From an optimization exercise on the open Yosys and OpenROAD flow, aimed at small area, a short achievable clock period and few clock cycles per item; shortcuts taken in it are not production practice. RTL that was checked went through simulation tests only; none was proved equivalent to the original.

==> exp/nickel <==
Design TopModule, start of the top module:
module TopModule #(
    parameter BITWIDTH = 16,
    parameter MATSIZE  = 8
  )(
    input  logic rstn,
    input  logic [BITWIDTH-1:0] i_data,
    input  logic i_valid,
    output logic i_ready,
    output logic o_valid,
    input  logic o_ready,
    output logic [BITWIDTH-1:0] o_data,
    input  logic Clk,
    output logic o_intr
  );
==> module AXIoutput, before the edit <==
module AXIoutput #(
    parameter BITWIDTH = 16,
    parameter DEPTH    = 4
  )(
    input  logic clk,
    input  logic rstn,
    input  logic push,
    input  logic [BITWIDTH-1:0] data_in,
    output logic [BITWIDTH-1:0] data_out,
    output logic valid,
    input  logic o_ready,
    output logic pop
  );
  localparam CW = $clog2(DEPTH+1);
  logic [DEPTH-1:0][BITWIDTH-1:0] q;
  logic [CW-1:0] count;
  assign valid    = (count != 0);
  assign pop      = valid && o_ready;
  assign data_out = q[0];
  always_ff @(posedge clk) begin
    for (int e = 0; e < DEPTH; e++) begin
      if (pop) begin
        if (push && count == CW'(e+1)) q[e] <= data_in;
        else if (e < DEPTH-1)          q[e] <= q[(e < DEPTH-1) ? e+1 : e];
      end else if (push && count == CW'(e)) begin
        q[e] <= data_in;
      end
    end
    if (!rstn) count <= '0;
    else count <= count + CW'(push) - CW'(pop);
  end
endmodule
==> module PLcontroller, before the edit <==
module PLcontroller #(
    parameter BITWIDTH = 16,
    parameter MATSIZE  = 8,
    parameter LAT      = 2,
    parameter DEPTH    = LAT + 2
  )(
    input  logic clk,
    input  logic rstn,
    input  logic [BITWIDTH-1:0] i_data,
    input  logic i_valid,
    output logic i_ready,
    output logic [BITWIDTH-1:0] word,
    output logic WriteB,
    output logic [$clog2(MATSIZE)-1:0] RowB,
    output logic WriteA,
    output logic LoadCR,
    output logic LoadDirect,
    output logic push,
    input  logic pop,
    output logic o_intr
  );
  localparam AW = $clog2(MATSIZE);
  localparam CW = $clog2(DEPTH+1);
  logic [AW-1:0] ph;
  logic in_v, in_isA;
  logic [AW-1:0] in_hi, in_lo;
  logic [2*AW:0] w;
  logic fr_pend, cr_act;
  logic [AW-1:0] nextcol;
  logic [CW-1:0] resv;
  logic [LAT-1:0] vpipe;
  logic [2*AW-1:0] ocnt;
  logic [AW-1:0] colnow;
  logic commit, phok, colfree, wr, release_cr;
  assign colnow  = ph - 1'b1;
  assign commit  = cr_act && colnow == nextcol && resv < CW'(DEPTH);
  assign phok    = ph == in_lo + 1'b1;
  assign colfree = !cr_act || nextcol > in_lo || (nextcol == in_lo && commit);
  assign WriteB  = in_v && !in_isA && phok && !fr_pend && colfree;
  assign WriteA  = in_v && in_isA && phok && !fr_pend;
  assign wr      = WriteB || WriteA;
  assign RowB    = in_hi;
  assign i_ready = !in_v || wr;
  assign LoadDirect = WriteA && in_lo == AW'(MATSIZE-1);
  assign release_cr = !cr_act || (nextcol == AW'(MATSIZE-1) && commit);
  assign LoadCR  = ph == '0 && (LoadDirect || fr_pend) && release_cr;
  assign push    = vpipe[LAT-1];
  always_ff @(posedge clk) begin
    if (i_ready) begin
      word <= i_data;
      {in_isA, in_hi, in_lo} <= w;
    end
    if (!rstn) begin
      ph      <= '0;
      in_v    <= 1'b0;
      w       <= '0;
      fr_pend <= 1'b0;
      cr_act  <= 1'b0;
      nextcol <= '0;
      resv    <= '0;
      vpipe   <= '0;
      ocnt    <= '0;
      o_intr  <= 1'b0;
    end else begin
      ph <= ph + 1'b1;
      if (i_ready) in_v <= i_valid;
      if (i_valid && i_ready) w <= w + 1'b1;
      if (LoadCR) fr_pend <= 1'b0;
      else if (LoadDirect) fr_pend <= 1'b1;
      if (LoadCR) begin
        cr_act  <= 1'b1;
        nextcol <= '0;
      end else if (commit) begin
        nextcol <= nextcol + 1'b1;
        if (nextcol == AW'(MATSIZE-1)) cr_act <= 1'b0;
      end
      resv  <= resv + CW'(commit) - CW'(pop);
      vpipe <= {vpipe, commit};
      if (pop) ocnt <= ocnt + 1'b1;
      o_intr <= pop && ocnt == '1;
    end
  end
endmodule
Settings: LEC_CHECK=0, CAP_MARGIN=20, CORE_MARGIN=2, CORE_UTILIZATION=40, PLACE_DENSITY=0.6, SETUP_SLACK_MARGIN=5, SLEW_MARGIN=20; clock period 10.0 ns.
run.sh (not shown) runs the stock make flow with config.mk's settings and CLKGATE_MAP_FILE= SYNTH_SCRIPT=/design/flow/synth_recipe.tcl, a recipe that flattens the netlist after the stock synthesis.
==> inputs of exp/umber, as changes to exp/nickel <==
--- a/flow/design.v
+++ b/flow/design.v
@@ -4094,23 +4094,36 @@
     input  logic o_ready,
     output logic pop
   );
-  localparam CW = $clog2(DEPTH+1);
-  logic [DEPTH-1:0][BITWIDTH-1:0] q;
-  logic [CW-1:0] count;
-  assign valid    = (count != 0);
-  assign pop      = valid && o_ready;
-  assign data_out = q[0];
+  localparam NF = DEPTH - 1;
+  localparam PW = (NF > 1) ? $clog2(NF) : 1;
+  localparam CW = $clog2(NF+1);
+  logic [NF-1:0][BITWIDTH-1:0] fifo;
+  logic [PW-1:0] wp, rp;
+  logic [CW-1:0] fc;
+  logic take, fnext, bypass, fwrite;
+  assign pop    = valid && o_ready;
+  assign take   = !valid || o_ready;         
+  assign fnext  = fc != '0;
+  assign bypass = take && !fnext;            
+  assign fwrite = push && !bypass;
+  function automatic logic [PW-1:0] inc(input logic [PW-1:0] p);
+    inc = p + 1'b1;
+    if (p == PW'(NF-1)) inc = {PW{1'b0}};
+  endfunction
   always_ff @(posedge clk) begin
-    for (int e = 0; e < DEPTH; e++) begin
-      if (pop) begin
-        if (push && count == CW'(e+1)) q[e] <= data_in;
-        else if (e < DEPTH-1)          q[e] <= q[(e < DEPTH-1) ? e+1 : e];
-      end else if (push && count == CW'(e)) begin
-        q[e] <= data_in;
-      end
+    if (push) fifo[wp] <= data_in;
+    if (take) data_out <= fnext ? fifo[rp] : data_in;
+    if (!rstn) begin
+      valid <= 1'b0;
+      wp    <= '0;
+      rp    <= '0;
+      fc    <= '0;
+    end else begin
+      if (take) valid <= fnext || push;
+      if (fwrite) wp <= inc(wp);
+      if (take && fnext) rp <= inc(rp);
+      fc <= fc + CW'(fwrite) - CW'(take && fnext);
     end
-    if (!rstn) count <= '0;
-    else count <= count + CW'(push) - CW'(pop);
   end
 endmodule
 module PLcontroller #(
@@ -4136,60 +4149,90 @@
   );
   localparam AW = $clog2(MATSIZE);
   localparam CW = $clog2(DEPTH+1);
+  typedef struct packed {
+    logic isA;
+    logic [AW-1:0] hi;
+    logic [AW-1:0] lo;
+    logic [AW-1:0] ph;
+  } tag_t;
   logic [AW-1:0] ph;
-  logic in_v, in_isA;
-  logic [AW-1:0] in_hi, in_lo;
-  logic [2*AW:0] w;
+  logic ph0;                        
+  logic h_v, s_v;                   
+  tag_t h_t, s_t, w_t;
+  logic [BITWIDTH-1:0] s_d;
+  logic phok;                       
+  logic [2*AW:0] w;                 
   logic fr_pend, cr_act;
-  logic [AW-1:0] nextcol;
-  logic [CW-1:0] resv;
+  logic [AW-1:0] nextcol, nextph;   
+  logic [CW-1:0] resv;              
+  logic room;                       
   logic [LAT-1:0] vpipe;
   logic [2*AW-1:0] ocnt;
-  logic [AW-1:0] colnow;
-  logic commit, phok, colfree, wr, release_cr;
-  assign colnow  = ph - 1'b1;
-  assign commit  = cr_act && colnow == nextcol && resv < CW'(DEPTH);
-  assign phok    = ph == in_lo + 1'b1;
-  assign colfree = !cr_act || nextcol > in_lo || (nextcol == in_lo && commit);
-  assign WriteB  = in_v && !in_isA && phok && !fr_pend && colfree;
-  assign WriteA  = in_v && in_isA && phok && !fr_pend;
+  logic accept, commit, colfree, wr, hfree, release_cr;
+  logic [CW-1:0] resv_n;
+  tag_t h_t_n;
+  assign w_t     = {w[2*AW], w[2*AW-1:AW], w[AW-1:0], AW'(w[AW-1:0] + 1'b1)};
+  assign accept  = i_valid && i_ready;
+  assign commit  = cr_act && ph == nextph && room;
+  assign colfree = !cr_act || h_t.lo < nextcol || (h_t.lo == nextcol && room);
+  assign WriteB  = h_v && phok && !fr_pend && !h_t.isA && colfree;
+  assign WriteA  = h_v && phok && !fr_pend && h_t.isA;
   assign wr      = WriteB || WriteA;
-  assign RowB    = in_hi;
-  assign i_ready = !in_v || wr;
-  assign LoadDirect = WriteA && in_lo == AW'(MATSIZE-1);
-  assign release_cr = !cr_act || (nextcol == AW'(MATSIZE-1) && commit);
-  assign LoadCR  = ph == '0 && (LoadDirect || fr_pend) && release_cr;
+  assign hfree   = !h_v || wr;
+  assign RowB    = h_t.hi;
+  assign LoadDirect = WriteA && h_t.lo == AW'(MATSIZE-1);
+  assign release_cr = !cr_act || (nextph == '0 && room);
+  assign LoadCR  = ph0 && (LoadDirect || fr_pend) && release_cr;
   assign push    = vpipe[LAT-1];
+  assign resv_n  = resv + CW'(commit) - CW'(pop);
+  assign h_t_n   = !hfree ? h_t : s_v ? s_t : w_t;
   always_ff @(posedge clk) begin
-    if (i_ready) begin
-      word <= i_data;
-      {in_isA, in_hi, in_lo} <= w;
+    if (hfree) begin
+      word <= s_v ? s_d : i_data;
+      h_t  <= h_t_n;
+    end
+    if (!hfree && accept) begin
+      s_d <= i_data;
+      s_t <= w_t;
     end
     if (!rstn) begin
       ph      <= '0;
-      in_v    <= 1'b0;
+      ph0     <= 1'b0;
+      phok    <= 1'b0;
+      h_v     <= 1'b0;
+      s_v     <= 1'b0;
+      i_ready <= 1'b1;
       w       <= '0;
       fr_pend <= 1'b0;
       cr_act  <= 1'b0;
       nextcol <= '0;
+      nextph  <= '0;
       resv    <= '0;
+      room    <= 1'b0;
       vpipe   <= '0;
       ocnt    <= '0;
       o_intr  <= 1'b0;
     end else begin
-      ph <= ph + 1'b1;
-      if (i_ready) in_v <= i_valid;
-      if (i_valid && i_ready) w <= w + 1'b1;
+      ph   <= ph + 1'b1;
+      ph0  <= ph == AW'(MATSIZE-1);
+      phok <= ph + 1'b1 == h_t_n.ph;
+      if (hfree) h_v <= s_v || i_valid;
+      s_v     <= !hfree && (s_v || accept);
+      i_ready <= hfree || !(s_v || accept);
+      if (accept) w <= w + 1'b1;
       if (LoadCR) fr_pend <= 1'b0;
       else if (LoadDirect) fr_pend <= 1'b1;
       if (LoadCR) begin
         cr_act  <= 1'b1;
         nextcol <= '0;
+        nextph  <= AW'(1);
       end else if (commit) begin
         nextcol <= nextcol + 1'b1;
+        nextph  <= nextph + 1'b1;
         if (nextcol == AW'(MATSIZE-1)) cr_act <= 1'b0;
       end
-      resv  <= resv + CW'(commit) - CW'(pop);
+      resv  <= resv_n;
+      room  <= resv_n < CW'(DEPTH);
       vpipe <= {vpipe, commit};
       if (pop) ocnt <= ocnt + 1'b1;
       o_intr <= pop && ocnt == '1;
ABC_AREA = 1   (was not set)
==> inputs of exp/fjord, as changes to exp/nickel <==
--- a/flow/design.v
+++ b/flow/design.v
@@ -4094,23 +4094,36 @@
     input  logic o_ready,
     output logic pop
   );
-  localparam CW = $clog2(DEPTH+1);
-  logic [DEPTH-1:0][BITWIDTH-1:0] q;
-  logic [CW-1:0] count;
-  assign valid    = (count != 0);
-  assign pop      = valid && o_ready;
-  assign data_out = q[0];
+  localparam NF = DEPTH - 1;
+  localparam PW = (NF > 1) ? $clog2(NF) : 1;
+  localparam CW = $clog2(NF+1);
+  logic [NF-1:0][BITWIDTH-1:0] fifo;
+  logic [PW-1:0] wp, rp;
+  logic [CW-1:0] fc;
+  logic take, fnext, bypass, fwrite;
+  assign pop    = valid && o_ready;
+  assign take   = !valid || o_ready;         
+  assign fnext  = fc != '0;
+  assign bypass = take && !fnext;            
+  assign fwrite = push && !bypass;
+  function automatic logic [PW-1:0] inc(input logic [PW-1:0] p);
+    inc = p + 1'b1;
+    if (p == PW'(NF-1)) inc = {PW{1'b0}};
+  endfunction
   always_ff @(posedge clk) begin
-    for (int e = 0; e < DEPTH; e++) begin
-      if (pop) begin
-        if (push && count == CW'(e+1)) q[e] <= data_in;
-        else if (e < DEPTH-1)          q[e] <= q[(e < DEPTH-1) ? e+1 : e];
-      end else if (push && count == CW'(e)) begin
-        q[e] <= data_in;
-      end
+    if (push) fifo[wp] <= data_in;
+    if (take) data_out <= fnext ? fifo[rp] : data_in;
+    if (!rstn) begin
+      valid <= 1'b0;
+      wp    <= '0;
+      rp    <= '0;
+      fc    <= '0;
+    end else begin
+      if (take) valid <= fnext || push;
+      if (fwrite) wp <= inc(wp);
+      if (take && fnext) rp <= inc(rp);
+      fc <= fc + CW'(fwrite) - CW'(take && fnext);
     end
-    if (!rstn) count <= '0;
-    else count <= count + CW'(push) - CW'(pop);
   end
 endmodule
 module PLcontroller #(
@@ -4136,60 +4149,90 @@
   );
   localparam AW = $clog2(MATSIZE);
   localparam CW = $clog2(DEPTH+1);
+  typedef struct packed {
+    logic isA;
+    logic [AW-1:0] hi;
+    logic [AW-1:0] lo;
+    logic [AW-1:0] ph;
+  } tag_t;
   logic [AW-1:0] ph;
-  logic in_v, in_isA;
-  logic [AW-1:0] in_hi, in_lo;
-  logic [2*AW:0] w;
+  logic ph0;                        
+  logic h_v, s_v;                   
+  tag_t h_t, s_t, w_t;
+  logic [BITWIDTH-1:0] s_d;
+  logic phok;                       
+  logic [2*AW:0] w;                 
   logic fr_pend, cr_act;
-  logic [AW-1:0] nextcol;
-  logic [CW-1:0] resv;
+  logic [AW-1:0] nextcol, nextph;   
+  logic [CW-1:0] resv;              
+  logic room;                       
   logic [LAT-1:0] vpipe;
   logic [2*AW-1:0] ocnt;
-  logic [AW-1:0] colnow;
-  logic commit, phok, colfree, wr, release_cr;
-  assign colnow  = ph - 1'b1;
-  assign commit  = cr_act && colnow == nextcol && resv < CW'(DEPTH);
-  assign phok    = ph == in_lo + 1'b1;
-  assign colfree = !cr_act || nextcol > in_lo || (nextcol == in_lo && commit);
-  assign WriteB  = in_v && !in_isA && phok && !fr_pend && colfree;
-  assign WriteA  = in_v && in_isA && phok && !fr_pend;
+  logic accept, commit, colfree, wr, hfree, release_cr;
+  logic [CW-1:0] resv_n;
+  tag_t h_t_n;
+  assign w_t     = {w[2*AW], w[2*AW-1:AW], w[AW-1:0], AW'(w[AW-1:0] + 1'b1)};
+  assign accept  = i_valid && i_ready;
+  assign commit  = cr_act && ph == nextph && room;
+  assign colfree = !cr_act || h_t.lo < nextcol || (h_t.lo == nextcol && room);
+  assign WriteB  = h_v && phok && !fr_pend && !h_t.isA && colfree;
+  assign WriteA  = h_v && phok && !fr_pend && h_t.isA;
   assign wr      = WriteB || WriteA;
-  assign RowB    = in_hi;
-  assign i_ready = !in_v || wr;
-  assign LoadDirect = WriteA && in_lo == AW'(MATSIZE-1);
-  assign release_cr = !cr_act || (nextcol == AW'(MATSIZE-1) && commit);
-  assign LoadCR  = ph == '0 && (LoadDirect || fr_pend) && release_cr;
+  assign hfree   = !h_v || wr;
+  assign RowB    = h_t.hi;
+  assign LoadDirect = WriteA && h_t.lo == AW'(MATSIZE-1);
+  assign release_cr = !cr_act || (nextph == '0 && room);
+  assign LoadCR  = ph0 && (LoadDirect || fr_pend) && release_cr;
   assign push    = vpipe[LAT-1];
+  assign resv_n  = resv + CW'(commit) - CW'(pop);
+  assign h_t_n   = !hfree ? h_t : s_v ? s_t : w_t;
   always_ff @(posedge clk) begin
-    if (i_ready) begin
-      word <= i_data;
-      {in_isA, in_hi, in_lo} <= w;
+    if (hfree) begin
+      word <= s_v ? s_d : i_data;
+      h_t  <= h_t_n;
+    end
+    if (!hfree && accept) begin
+      s_d <= i_data;
+      s_t <= w_t;
     end
     if (!rstn) begin
       ph      <= '0;
-      in_v    <= 1'b0;
+      ph0     <= 1'b0;
+      phok    <= 1'b0;
+      h_v     <= 1'b0;
+      s_v     <= 1'b0;
+      i_ready <= 1'b1;
       w       <= '0;
       fr_pend <= 1'b0;
       cr_act  <= 1'b0;
       nextcol <= '0;
+      nextph  <= '0;
       resv    <= '0;
+      room    <= 1'b0;
       vpipe   <= '0;
       ocnt    <= '0;
       o_intr  <= 1'b0;
     end else begin
-      ph <= ph + 1'b1;
-      if (i_ready) in_v <= i_valid;
-      if (i_valid && i_ready) w <= w + 1'b1;
+      ph   <= ph + 1'b1;
+      ph0  <= ph == AW'(MATSIZE-1);
+      phok <= ph + 1'b1 == h_t_n.ph;
+      if (hfree) h_v <= s_v || i_valid;
+      s_v     <= !hfree && (s_v || accept);
+      i_ready <= hfree || !(s_v || accept);
+      if (accept) w <= w + 1'b1;
       if (LoadCR) fr_pend <= 1'b0;
       else if (LoadDirect) fr_pend <= 1'b1;
       if (LoadCR) begin
         cr_act  <= 1'b1;
         nextcol <= '0;
+        nextph  <= AW'(1);
       end else if (commit) begin
         nextcol <= nextcol + 1'b1;
+        nextph  <= nextph + 1'b1;
         if (nextcol == AW'(MATSIZE-1)) cr_act <= 1'b0;
       end
-      resv  <= resv + CW'(commit) - CW'(pop);
+      resv  <= resv_n;
+      room  <= resv_n < CW'(DEPTH);
       vpipe <= {vpipe, commit};
       if (pop) ocnt <= ocnt + 1'b1;
       o_intr <= pop && ocnt == '1;
ABC_AREA = 1   (was not set)
CORE_UTILIZATION = 60   (was 40)
PLACE_DENSITY = 0.7   (was 0.6)
==> implementation parameters <==
Parameter                              Value

Outcome
  Result of the run  no timing/DRC/antenna violations

Final layout
  Cell area after layout    0.0770 mm^2
  Sequential cells    1790
  FF+latch area    0.0383 mm^2

Clock network
  Number of clock sinks    1790
  Clock-pin slew of the registers on the worst-case setup and hold paths    70 ps

Yosys
  Gate Count Post-Synth    6186
  Area share of the leading cell type in the synthesized netlist    45.3%
  Basic-gate share of the synthesized area counting and, or, nand and nor cells    7.83%

GRT
  Met2 usage in global routing    32.9%

Worst setup path
  Worst-path maximum fanout    14

Worst hold path
  Hold-critical path endpoint    CacheUnit.ringB[280]$_DFF_P_

Routing
  Total length of routed met2 wires    83.4 mm
# the run above: exp/umber

==> implementation parameters <==
Parameter                              Value

Yosys
  Basic-gate share of the synthesized area counting and, or, nand and nor cells    7.68%

Clock network
  Number of clock sinks    1749
  Clock-pin slew of the registers on the worst-case setup and hold paths    70 ps

GRT
  Met2 usage in global routing    35.0%

Worst hold path
  Hold-critical path endpoint    CacheUnit.ringB[225]$_DFF_P_

Outcome
  Result of the run  no timing/DRC/antenna violations

Final layout
  FF+latch area    0.0369 mm^2

Worst setup path
  Worst-path maximum fanout    4
# the run above: exp/nickel

==> implementation parameters <==
Parameter                              Value

Outcome
  Result of the run  no timing/DRC/antenna violations

Yosys
  Gate Count Post-Synth    6186
  Area share of the leading cell type in the synthesized netlist    45.3%

Worst hold path
  Hold-critical path endpoint    CacheUnit.ringB[440]$_DFF_P_

Clock network
  Number of clock sinks    1790
  Clock-pin slew of the registers on the worst-case setup and hold paths    60 ps

GRT
  Met2 usage in global routing    47.1%

Routing
  Total length of routed met2 wires    79.9 mm

Final layout
  Cell area after layout    0.0755 mm^2
  FF+latch area    0.0383 mm^2
# the run above: exp/fjord

Testbench counts of exp/nickel, summed over its fixed seeds: cycles 3,168, items 1,536.
No functional check of the RTL was part of exp/umber and exp/fjord.

static timing again, ports no longer ideal:
The flow's constraints put no driver on any port. The routed layouts listed below were extracted and timed again, unchanged, in two steps.
Step 1: set_driving_cell puts a clkbuf_16 on Clk and a buf_2 on each other input, an assumption about the parent block.
Step 2 moves the port delays by t, midway between the first and last clock arrival at a register: inputs arrive t later, outputs are due t later. That takes back most of the time a late clock gives input paths.
Slacks: no drivers / after step 1 / after step 2; pairs: no drivers / after step 1.
run	t (ns)	slack for setup (ns)	worst setup path after step 2	clock arrival spread, ns	worst data-port slew with drivers (ns)
exp/nickel	0.903	5.177 / 5.091 / 5.672	register to register	0.037 / 0.037	0.05
exp/umber	0.871	5.747 / 5.747 / 5.747	register to register	0.063 / 0.063	0.04
exp/fjord	0.847	5.895 / 5.895 / 5.726	input to register	0.028 / 0.028	0.03
After both steps every run listed still meets setup and hold. The setup slack of exp/fjord, which loses most, moves by 0.000 ns with the drivers and by -0.169 ns with both steps.
